Source: an optimization exercise on an open RTL-to-GDS flow (aim: small area). Production flows keep margins and buffers that such runs may drop.
Only simulation tests tie the RTL to the original design; equivalence was not proved.
Power and IR drop assume default switching activity.

// dadnme_engine
module dadnme_engine (
    input  logic        Clk,
    input  logic        Reset,         
    input  logic        vs,            
    input  logic [7:0]  keycode, keycode_2,
    input  logic [9:0]  DrawX, DrawY,  
    output logic        is_ball,
    output logic [15:0] me_addr,
    output logic [7:0]  me_state,
    output logic        is_enemy,
    output logic [15:0] en_addr,
    output logic [1:0]  en_move,
    output logic        en_beida,
    output logic        is_en_blood_bar,
    output logic        is_enemy3,
    output logic [15:0] en_addr3,
    output logic        is_blood_bar,
    output logic [15:0] bb_addr,
    output logic        bb_white,
    output logic [19:0] bg_addr,
    output logic        show_success,
    output logic [17:0] success_addr,
    output logic        level
);
    function automatic [24:0] add(input [23:0] x, input [23:0] y, input ci);
        logic c;
        c = ci;
        for (int i = 0; i < 24; i++) begin
            add[i] = x[i] ^ y[i] ^ c;
            c = (x[i] & y[i]) | (c & (x[i] ^ y[i]));
        end
  ...
export LEC_CHECK = 0
export CAP_MARGIN = 20
export CORE_MARGIN = 2
export CORE_UTILIZATION = 70
export SLEW_MARGIN = 20
create_clock -name core_clock -period 25.0 [get_ports {Clk}]
standard.sh (not shown) runs the stock make flow with config.mk's settings and CLKGATE_MAP_FILE= SYNTH_SCRIPT=/design/flow/synth_recipe.tcl, a recipe that flattens the netlist after the stock synthesis.
==> flow/flow/run.sh <==
#!/bin/bash
# The standard layout (standard.sh) with these changes, none of which
# touches the registers or their names:
# - Yosys's synth runs with -noabc, so the gate-level adders reach ORFS's
#   full-adder extraction as written (the final ABC mapping still runs);
# - the final ABC mapping uses a copy of ORFS's scripts whose speed script
#   is turned towards area: &dc2 in place of &syn2, &nf with delay
#   relaxed (-R 1000 -p), four more rounds, and no closing buffer/upsize
#   (the clock period is 25 ns; the placer's repair still buffers and
#   sizes what it needs);
# - the port buffers use the smallest buffer cell, buf_1;
# - clock tree synthesis adds no dummy loads.
# Each tool's output is in standard_flow.log (and ORFS's own logs).
set -euo pipefail
here=$(pwd)
rm -rf "$here/scripts_mod"
cp -r "$FLOW_HOME/scripts" "$here/scripts_mod"
python3 - "$here/scripts_mod/abc_speed.script" <<'PY'
import sys
p = sys.argv[1]
out = []
for l in open(p).read().split('\n'):
    t = l.strip()
    if t in ('buffer -c', 'upsize -c'):
        continue
    if t == '&nf':
        l = '&nf -R 1000 -p'
    elif t == '&syn2':
        l = '&dc2'
    elif t == '&put':
        out += ['&st', '&dc2', '&if -g -K 6', '&synch2', '&nf -R 1000 -p'] * 4
    out.append(l)
open(p, 'w').write('\n'.join(out))
PY
bash standard.sh "SCRIPTS_DIR=$here/scripts_mod" "SYNTH_ARGS=-noabc" \
    "BUFFER_PORTS_ARGS=-buffer_cell sky130_fd_sc_hd__buf_1" \
    "CTS_ARGS=-repair_clock_nets -dont_use_dummy_load" \
    finish > standard_flow.log 2>&1
Edit:
--- a/flow/flow/run.sh
+++ b/flow/flow/run.sh
@@ -37 +37 @@
-    "CTS_ARGS=-repair_clock_nets -dont_use_dummy_load" \
+    "CTS_ARGS=-sink_clustering_enable -repair_clock_nets -dont_use_dummy_load -buf_list sky130_fd_sc_hd__clkbuf_8 -root_buf sky130_fd_sc_hd__clkbuf_16" \
--- a/flow/config.mk
+++ b/flow/config.mk
@@ -10 +10,2 @@
-export CORE_UTILIZATION = 70
+export CORE_UTILIZATION = 50
+export PLACE_DENSITY = 0.9
Effect: The changed run finished with timing, DRC and antenna clean; via count climbs by 4.2%; design area barely changes; synthesized area stays the same; first-iteration DRC count climbs by 31%; sequential share of layout area hardly moves; count of clock-buffer cells in the layout does not change; setup slack loses 290 ps.

* * *

dadnme_engine, a different RTL version from the one above (not shown whole).
Size: about 1,800 cells after synthesis, about 160 I/O pins, ~0.018 sq mm of cells after synthesis.
clock: 25.0 ns
lec_check: 0
cap_margin: 20
core_margin: 2
core_utilization: 70
slew_margin: 20
==> flow/flow/run.sh <==
#!/bin/bash
# The standard layout (standard.sh) with two changes:
# - synthesis runs Yosys's synth with -noabc, so the gate-level adders are
#   not restructured before ORFS's full-adder extraction (the final ABC
#   mapping still runs); registers and their names are unchanged;
# - the port buffers use the smallest buffer cell, buf_1.
set -euo pipefail
bash standard.sh "SYNTH_ARGS=-noabc" "BUFFER_PORTS_ARGS=-buffer_cell sky130_fd_sc_hd__buf_1" finish > standard_flow.log 2>&1
The baseline went through all stages and came out clean.
==> next run, changes <==
CTS_BUF_LIST = sky130_fd_sc_hd__clkbuf_8 sky130_fd_sc_hd__clkbuf_16   (was unset)
What happened: Worst setup slack does not change. Clock power barely changes. Wire length does not change. Cell area stays the same.

* * *

## main
Another version of the RTL of dadnme_engine (not shown whole).
For scale: ~2000 cells after synthesis, roughly 170 flip-flops, about 19000 sq um of cells after synthesis.
Design dadnme_engine, start of the top module:
module dadnme_engine (
    input  logic        Clk,
    input  logic        Reset,         
    input  logic        vs,            
    input  logic [7:0]  keycode, keycode_2,
    input  logic [9:0]  DrawX, DrawY,  
    output logic        is_ball,
    output logic [15:0] me_addr,
    output logic [7:0]  me_state,
    output logic        is_enemy,
    output logic [15:0] en_addr,
    output logic [1:0]  en_move,
    output logic        en_beida,
    output logic        is_en_blood_bar,
    output logic        is_enemy3,
    output logic [15:0] en_addr3,
    output logic        is_blood_bar,
    output logic [15:0] bb_addr,
    output logic        bb_white,
    output logic [19:0] bg_addr,
    output logic        show_success,
    output logic [17:0] success_addr,
    output logic        level
);
    function automatic [24:0] add(input [23:0] x, input [23:0] y, input ci);
        logic c;
        c = ci;
        for (int i = 0; i < 24; i++) begin
            add[i] = x[i] ^ y[i] ^ c;
            c = (x[i] & y[i]) | (c & (x[i] ^ y[i]));
        end
        add[24] = c;
    endfunction
    function automatic logic uge(input [23:0] x, input [23:0] y);
        logic r;
        r = 1'b1;
        for (int i = 0; i < 24; i++)
            r = (x[i] ^ y[i]) ? x[i] : r;
        uge = r;
    endfunction
    function automatic logic sge(input [23:0] x, input [23:0] y);
        sge = uge({~x[23], x[22:0]}, {~y[23], y[22:0]});
    endfunction
    function automatic logic sin(input [23:0] x, input [23:0] lo, input [23:0] hi);
        sin = sge(x, lo) & sge(hi, x);
    endfunction
    logic vs_q, fe_d;
    wire  fe = vs & ~vs_q;
  ...
Settings: LEC_CHECK=0, CAP_MARGIN=20, CORE_MARGIN=2, CORE_UTILIZATION=70, SLEW_MARGIN=20; clock period 25.0 ns.
run.sh (not shown) runs the stock make flow with config.mk's settings and CLKGATE_MAP_FILE= SYNTH_SCRIPT=/design/flow/synth_recipe.tcl, a recipe that flattens the netlist after the stock synthesis.
Stock flow here: none of the scripts above is used.
The following lists how the feature branch was set up differently from main:
# main
export LEC_CHECK = 0
export CAP_MARGIN = 20
export CORE_MARGIN = 2
export CORE_UTILIZATION = 70
export SLEW_MARGIN = 20
create_clock -name core_clock -period 25.0 [get_ports {Clk}]
# the feature branch
export LEC_CHECK = 0
export CAP_MARGIN = 20
export CORE_MARGIN = 2
export CORE_UTILIZATION = 40
export SLEW_MARGIN = 20
create_clock -name core_clock -period 25.0 [get_ports {Clk}]
Notes after the runs:
- | total detailed-routing wirelength | main vs the feature branch | ≈ equal |
- Between the feature branch and main, the power does not differ in any meaningful way.
- Final period utilization (the feature branch over main): decrease, 1.7 points
- Summary of the feature branch over main: fmax went up, final worst setup slack now larger, post-route standard cell area excluding fillers now larger, fraction of power consumed by combinational cells up 0.3 points.
- Against main as the reference, the feature branch delivers a lower part of the total power dissipated in the clock network.

* * *

== north ==
RTL: one of the versions met above, not the one the previous note started from.
Size in the first run: about 160 I/O pins, roughly 17000 µm² of cells after synthesis.
Design dadnme_engine, start of the top module:
module dadnme_engine (
    input  logic        Clk,
    input  logic        Reset,         
    input  logic        vs,            
    input  logic [7:0]  keycode, keycode_2,
    input  logic [9:0]  DrawX, DrawY,  
    output logic        is_ball,
    output logic [15:0] me_addr,
    output logic [7:0]  me_state,
    output logic        is_enemy,
    output logic [15:0] en_addr,
    output logic [1:0]  en_move,
    output logic        en_beida,
    output logic        is_en_blood_bar,
    output logic        is_enemy3,
    output logic [15:0] en_addr3,
    output logic        is_blood_bar,
    output logic [15:0] bb_addr,
    output logic        bb_white,
    output logic [19:0] bg_addr,
    output logic        show_success,
    output logic [17:0] success_addr,
    output logic        level
);
export LEC_CHECK = 0
export CAP_MARGIN = 20
export CORE_MARGIN = 2
export CORE_UTILIZATION = 70
export SLEW_MARGIN = 20
create_clock -name core_clock -period 25.0 [get_ports {Clk}]
standard.sh (not shown) runs the stock make flow with config.mk's settings and CLKGATE_MAP_FILE= SYNTH_SCRIPT=/design/flow/synth_recipe.tcl, a recipe that flattens the netlist after the stock synthesis.
==> flow/flow/run.sh <==
#!/bin/bash
# The standard layout (standard.sh) with these changes, none of which
# touches the registers or their names:
# - Yosys's synth runs with -noabc, so the gate-level adders reach ORFS's
#   full-adder extraction as written (the final ABC mapping still runs);
# - the final ABC mapping uses a copy of ORFS's scripts whose speed script
#   is turned towards area: &dc2 in place of &syn2, &nf with delay
#   relaxed (-R 1000 -p), four more rounds, and no closing buffer/upsize
#   (the clock period is 25 ns; the placer's repair still buffers and
#   sizes what it needs);
# - the port buffers use the smallest buffer cell, buf_1;
# - clock tree synthesis adds no dummy loads.
# Each tool's output is in standard_flow.log (and ORFS's own logs).
set -euo pipefail
here=$(pwd)
rm -rf "$here/scripts_mod"
cp -r "$FLOW_HOME/scripts" "$here/scripts_mod"
python3 - "$here/scripts_mod/abc_speed.script" <<'PY'
import sys
p = sys.argv[1]
out = []
for l in open(p).read().split('\n'):
    t = l.strip()
    if t in ('buffer -c', 'upsize -c'):
        continue
    if t == '&nf':
        l = '&nf -R 1000 -p'
    elif t == '&syn2':
        l = '&dc2'
    elif t == '&put':
        out += ['&st', '&dc2', '&if -g -K 6', '&synch2', '&nf -R 1000 -p'] * 4
    out.append(l)
open(p, 'w').write('\n'.join(out))
PY
bash standard.sh "SCRIPTS_DIR=$here/scripts_mod" "SYNTH_ARGS=-noabc" \
    "BUFFER_PORTS_ARGS=-buffer_cell sky130_fd_sc_hd__buf_1" \
    "CTS_ARGS=-sink_clustering_enable -repair_clock_nets -dont_use_dummy_load" \
    finish > standard_flow.log 2>&1
## Diff of input files: south against north
# north
export LEC_CHECK = 0
export CAP_MARGIN = 20
export CORE_MARGIN = 2
export CORE_UTILIZATION = 70
export SLEW_MARGIN = 20
create_clock -name core_clock -period 25.0 [get_ports {Clk}]
# south
export LEC_CHECK = 0
export CAP_MARGIN = 20
export CORE_MARGIN = 2
export CORE_UTILIZATION = 70
export GPL_TIMING_DRIVEN = 0
export PLACE_DENSITY = 0.85
export SLEW_MARGIN = 20
create_clock -name core_clock -period 25.0 [get_ports {Clk}]
--- a/flow/flow/run.sh
+++ b/flow/flow/run.sh
@@ -37 +37 @@
-    "CTS_ARGS=-sink_clustering_enable -repair_clock_nets -dont_use_dummy_load" \
+    "CTS_ARGS=-sink_clustering_enable -repair_clock_nets -dont_use_dummy_load -buf_list sky130_fd_sc_hd__clkbuf_8 -root_buf sky130_fd_sc_hd__clkbuf_16" \
--- outcome ---
- Delta(fraction of the cycle the final worst path needs, south - north) > 0
- Changes observed in south relative to north: sequential portion of the cell area ~0 delta, power fell by 5.3%, layout buffering overhead excluding clock cells saw an increase.
> inputs changed (south -> east)
# south
export LEC_CHECK = 0
export CAP_MARGIN = 20
export CORE_MARGIN = 2
export CORE_UTILIZATION = 70
export GPL_TIMING_DRIVEN = 0
export PLACE_DENSITY = 0.85
export SLEW_MARGIN = 20
create_clock -name core_clock -period 25.0 [get_ports {Clk}]
# east
export LEC_CHECK = 0
export CAP_MARGIN = 20
export CORE_MARGIN = 2
export CORE_UTILIZATION = 70
export SLEW_MARGIN = 20
create_clock -name core_clock -period 25.0 [get_ports {Clk}]
--- a/flow/flow/run.sh
+++ b/flow/flow/run.sh
@@ -37 +37 @@
-    "CTS_ARGS=-sink_clustering_enable -repair_clock_nets -dont_use_dummy_load -buf_list sky130_fd_sc_hd__clkbuf_8 -root_buf sky130_fd_sc_hd__clkbuf_16" \
+    "CTS_ARGS=-sink_clustering_enable -repair_clock_nets -dont_use_dummy_load -sink_clustering_size 40 -sink_clustering_max_diameter 150" \
[summary]
Final cell count in east is 0.46% below south.
Looking at area growth from synthesis to layout, east sits 0.26 points above south.
Per the comparison of east with south, total power up 0.062 mW, pin count of the biggest net entering global routing went down, final routed wirelength across all metal layers +about 1.4%.
south and east ended up with roughly the same final cell area excluding filler cells.
Here is what was changed in the inputs of west compared with east.
# east
export LEC_CHECK = 0
export CAP_MARGIN = 20
export CORE_MARGIN = 2
export CORE_UTILIZATION = 70
export SLEW_MARGIN = 20
create_clock -name core_clock -period 25.0 [get_ports {Clk}]
# west
export LEC_CHECK = 0
export CAP_MARGIN = 20
export CORE_MARGIN = 2
export CORE_UTILIZATION = 70
export PLACE_DENSITY = 0.85
export SLEW_MARGIN = 20
create_clock -name core_clock -period 25.0 [get_ports {Clk}]
--- a/flow/flow/run.sh
+++ b/flow/flow/run.sh
@@ -37 +37 @@
-    "CTS_ARGS=-sink_clustering_enable -repair_clock_nets -dont_use_dummy_load -sink_clustering_size 40 -sink_clustering_max_diameter 150" \
+    "CTS_ARGS=-sink_clustering_enable -repair_clock_nets -dont_use_dummy_load -buf_list sky130_fd_sc_hd__clkbuf_8 -root_buf sky130_fd_sc_hd__clkbuf_16" \
### Flow results
Against east, total routed wirelength in west rose slightly. Compare east and west | first-iteration DRC count lower: east. Run comparison: west uppermost metal layer occupied by signal nets met4; east uppermost metal layer occupied by signal nets met5. Summary of west over east: hold path depth closely matched the old numbers; smallest setup slack after layout fell by 110 ps; combinational power picked up an extra about 1%; stage delay of the slowest cell on the critical path increased 70 ps.
Setup changes, west to middle
# west
export LEC_CHECK = 0
export CAP_MARGIN = 20
export CORE_MARGIN = 2
export CORE_UTILIZATION = 70
export PLACE_DENSITY = 0.85
export SLEW_MARGIN = 20
create_clock -name core_clock -period 25.0 [get_ports {Clk}]
# middle
export LEC_CHECK = 0
export CAP_MARGIN = 20
export CORE_MARGIN = 2
export CORE_UTILIZATION = 70
export SLEW_MARGIN = 20
create_clock -name core_clock -period 25.0 [get_ports {Clk}]
==> flow/flow/run.sh <==
#!/bin/bash
# The standard layout (standard.sh) with these changes, none of which
# touches the registers or their names:
# - Yosys's synth runs with -noabc, so the gate-level adders reach ORFS's
#   full-adder extraction as written (the final ABC mapping still runs);
# - the final ABC mapping uses a copy of ORFS's scripts in which the
#   speed script's &nf mapping relaxes delay (-R 1000, -p) and the
#   closing buffer/upsize steps are dropped: the clock period is 25 ns and
#   the placer's repair still buffers and sizes what it needs;
# - the port buffers use the smallest buffer cell, buf_1.
set -euo pipefail
here=$(pwd)
rm -rf "$here/scripts_mod"
cp -r "$FLOW_HOME/scripts" "$here/scripts_mod"
python3 - "$here/scripts_mod/abc_speed.script" <<'PY'
import sys
p = sys.argv[1]
lines = open(p).read().split('\n')
out = []
for l in lines:
    t = l.strip()
    if t in ('buffer -c', 'upsize -c'):
        continue
    out.append('&nf -R 1000 -p' if t == '&nf' else l)
open(p, 'w').write('\n'.join(out))
PY
bash standard.sh "SCRIPTS_DIR=$here/scripts_mod" "SYNTH_ARGS=-noabc" \
    "BUFFER_PORTS_ARGS=-buffer_cell sky130_fd_sc_hd__buf_1" finish > standard_flow.log 2>&1
Notes after the runs:
Diff west -> middle | met1 usage in global routing | decrease of 0.29 points
Final cell count, middle and west, lower one = west.
middle against west: fraction of the yosys area taken by sequential cells shrank by 0.35 points; final cell area excluding filler cells grew by about 4%; wire length of the first global-routing pass shrank by 1.6%; cell-internal power grew by 9.5%.
Average size of a mapped cell was lower in the run labelled middle.
The core of middle is more densely filled than that of west.
Maximum frequency, middle vs west: down slightly

* * *

Starting RTL as in the previous note.
export LEC_CHECK = 0
export CAP_MARGIN = 20
export CORE_MARGIN = 2
export CORE_UTILIZATION = 70
export SLEW_MARGIN = 20
create_clock -name core_clock -period 25.0 [get_ports {Clk}]
==> flow/flow/run.sh <==
#!/bin/bash
# The standard layout (standard.sh) with these changes, none of which
# touches the registers or their names:
# - Yosys's synth runs with -noabc, so the gate-level adders reach ORFS's
#   full-adder extraction as written (the final ABC mapping still runs);
# - the final ABC mapping uses a copy of ORFS's scripts whose speed script
#   is turned towards area: &dc2 in place of &syn2, &nf with delay
#   relaxed (-R 1000 -p), four more rounds, and no closing buffer/upsize
#   (the clock period is 25 ns; the placer's repair still buffers and
#   sizes what it needs);
# - the port buffers use the smallest buffer cell, buf_1;
# - clock tree synthesis adds no dummy loads.
# Each tool's output is in standard_flow.log (and ORFS's own logs).
set -euo pipefail
here=$(pwd)
rm -rf "$here/scripts_mod"
cp -r "$FLOW_HOME/scripts" "$here/scripts_mod"
python3 - "$here/scripts_mod/abc_speed.script" <<'PY'
import sys
p = sys.argv[1]
out = []
for l in open(p).read().split('\n'):
    t = l.strip()
    if t in ('buffer -c', 'upsize -c'):
        continue
    if t == '&nf':
        l = '&nf -R 1000 -p'
    elif t == '&syn2':
        l = '&dc2'
    elif t == '&put':
        out += ['&st', '&dc2', '&if -g -K 6', '&synch2', '&nf -R 1000 -p'] * 4
    out.append(l)
open(p, 'w').write('\n'.join(out))
PY
bash standard.sh "SCRIPTS_DIR=$here/scripts_mod" "SYNTH_ARGS=-noabc" \
    "BUFFER_PORTS_ARGS=-buffer_cell sky130_fd_sc_hd__buf_1" \
    "CTS_ARGS=-sink_clustering_enable -repair_clock_nets -dont_use_dummy_load -clustering_exponent 6" \
    finish > standard_flow.log 2>&1
The first run passed the timing, design-rule and antenna checks.
Change:
==> flow/flow/run.sh (replaced) <==
#!/bin/bash
# The standard layout (standard.sh) with these changes, none of which
# touches the registers or their names:
# - Yosys's synth runs with -noabc, so the gate-level adders reach ORFS's
#   full-adder extraction as written (the final ABC mapping still runs);
# - the final ABC mapping uses a copy of ORFS's scripts in which the
#   speed script's &nf mapping relaxes delay (-R 1000, -p) and the
#   closing buffer/upsize steps are dropped: the clock period is 25 ns and
#   the placer's repair still buffers and sizes what it needs;
# - the port buffers use the smallest buffer cell, buf_1.
set -euo pipefail
here=$(pwd)
rm -rf "$here/scripts_mod"
cp -r "$FLOW_HOME/scripts" "$here/scripts_mod"
python3 - "$here/scripts_mod/abc_speed.script" <<'PY'
import sys
p = sys.argv[1]
lines = open(p).read().split('\n')
out = []
for l in lines:
    t = l.strip()
    if t in ('buffer -c', 'upsize -c'):
        continue
    out.append('&nf -R 1000 -p' if t == '&nf' else l)
open(p, 'w').write('\n'.join(out))
PY
bash standard.sh "SCRIPTS_DIR=$here/scripts_mod" "SYNTH_ARGS=-noabc" \
    "BUFFER_PORTS_ARGS=-buffer_cell sky130_fd_sc_hd__buf_1" \
    "CTS_ARGS=-sink_clustering_enable -repair_clock_nets -dont_use_dummy_load" finish > standard_flow.log 2>&1
Result:
- The changed run completed without violations
- design area increases by 1.5%
- clock skew stays flat
- total power came out lower by 3.7%
- sequential power shrinks by about 3%

-- afterwards: timing with drivers on the ports --
Ports are ideal in the flow. The routed layouts listed here were re-timed in OpenROAD. Step 1 (the two cells are an assumption about what drives the block):
set clk [get_ports {Clk}]
set_driving_cell -lib_cell sky130_fd_sc_hd__clkbuf_16 $clk
set_driving_cell -lib_cell sky130_fd_sc_hd__buf_2 [delete_from_list [all_inputs] $clk]
Step 2 also shifts input and output timing later by t, the mid clock arrival at the registers, as if the neighbouring blocks saw the same clock. a / b / c = no drivers / after step 1 / after step 2; a / b = the first two.
| run | t (ns) | setup WS [ns] | cell pins on the clock port's net |
|---|---|---|---|
| the first run of note 1 | 0.485 | 3.297 / 3.269 / 3.269 | 1 |
| the second run of note 1 | 0.450 | 3.007 / 2.982 / 2.982 | 1 |
| the first run of note 2 | 0.487 | 2.784 / 2.763 / 2.763 | 1 |
| the second run of note 2 | 0.487 | 2.784 / 2.763 / 2.763 | 1 |
| main | 0.502 | 3.755 / 3.732 / 3.732 | 1 |
| the feature branch | 0.506 | 4.177 / 4.155 / 4.155 | 1 |
| north | 0.485 | 3.297 / 3.269 / 3.269 | 1 |
| south | 0.429 | 2.871 / 2.841 / 2.841 | 1 |
| east | 0.485 | 3.297 / 3.269 / 3.269 | 1 |
| west | 0.435 | 3.192 / 3.162 / 3.162 | 1 |
| middle | 0.485 | 3.053 / 3.031 / 3.031 | 1 |
| the first run of note 5 | 0.486 | 3.298 / 3.270 / 3.270 | 1 |
| the second run of note 5 | 0.482 | 3.043 / 3.021 / 3.021 | 1 |
After both steps setup and hold are still met in every run listed.
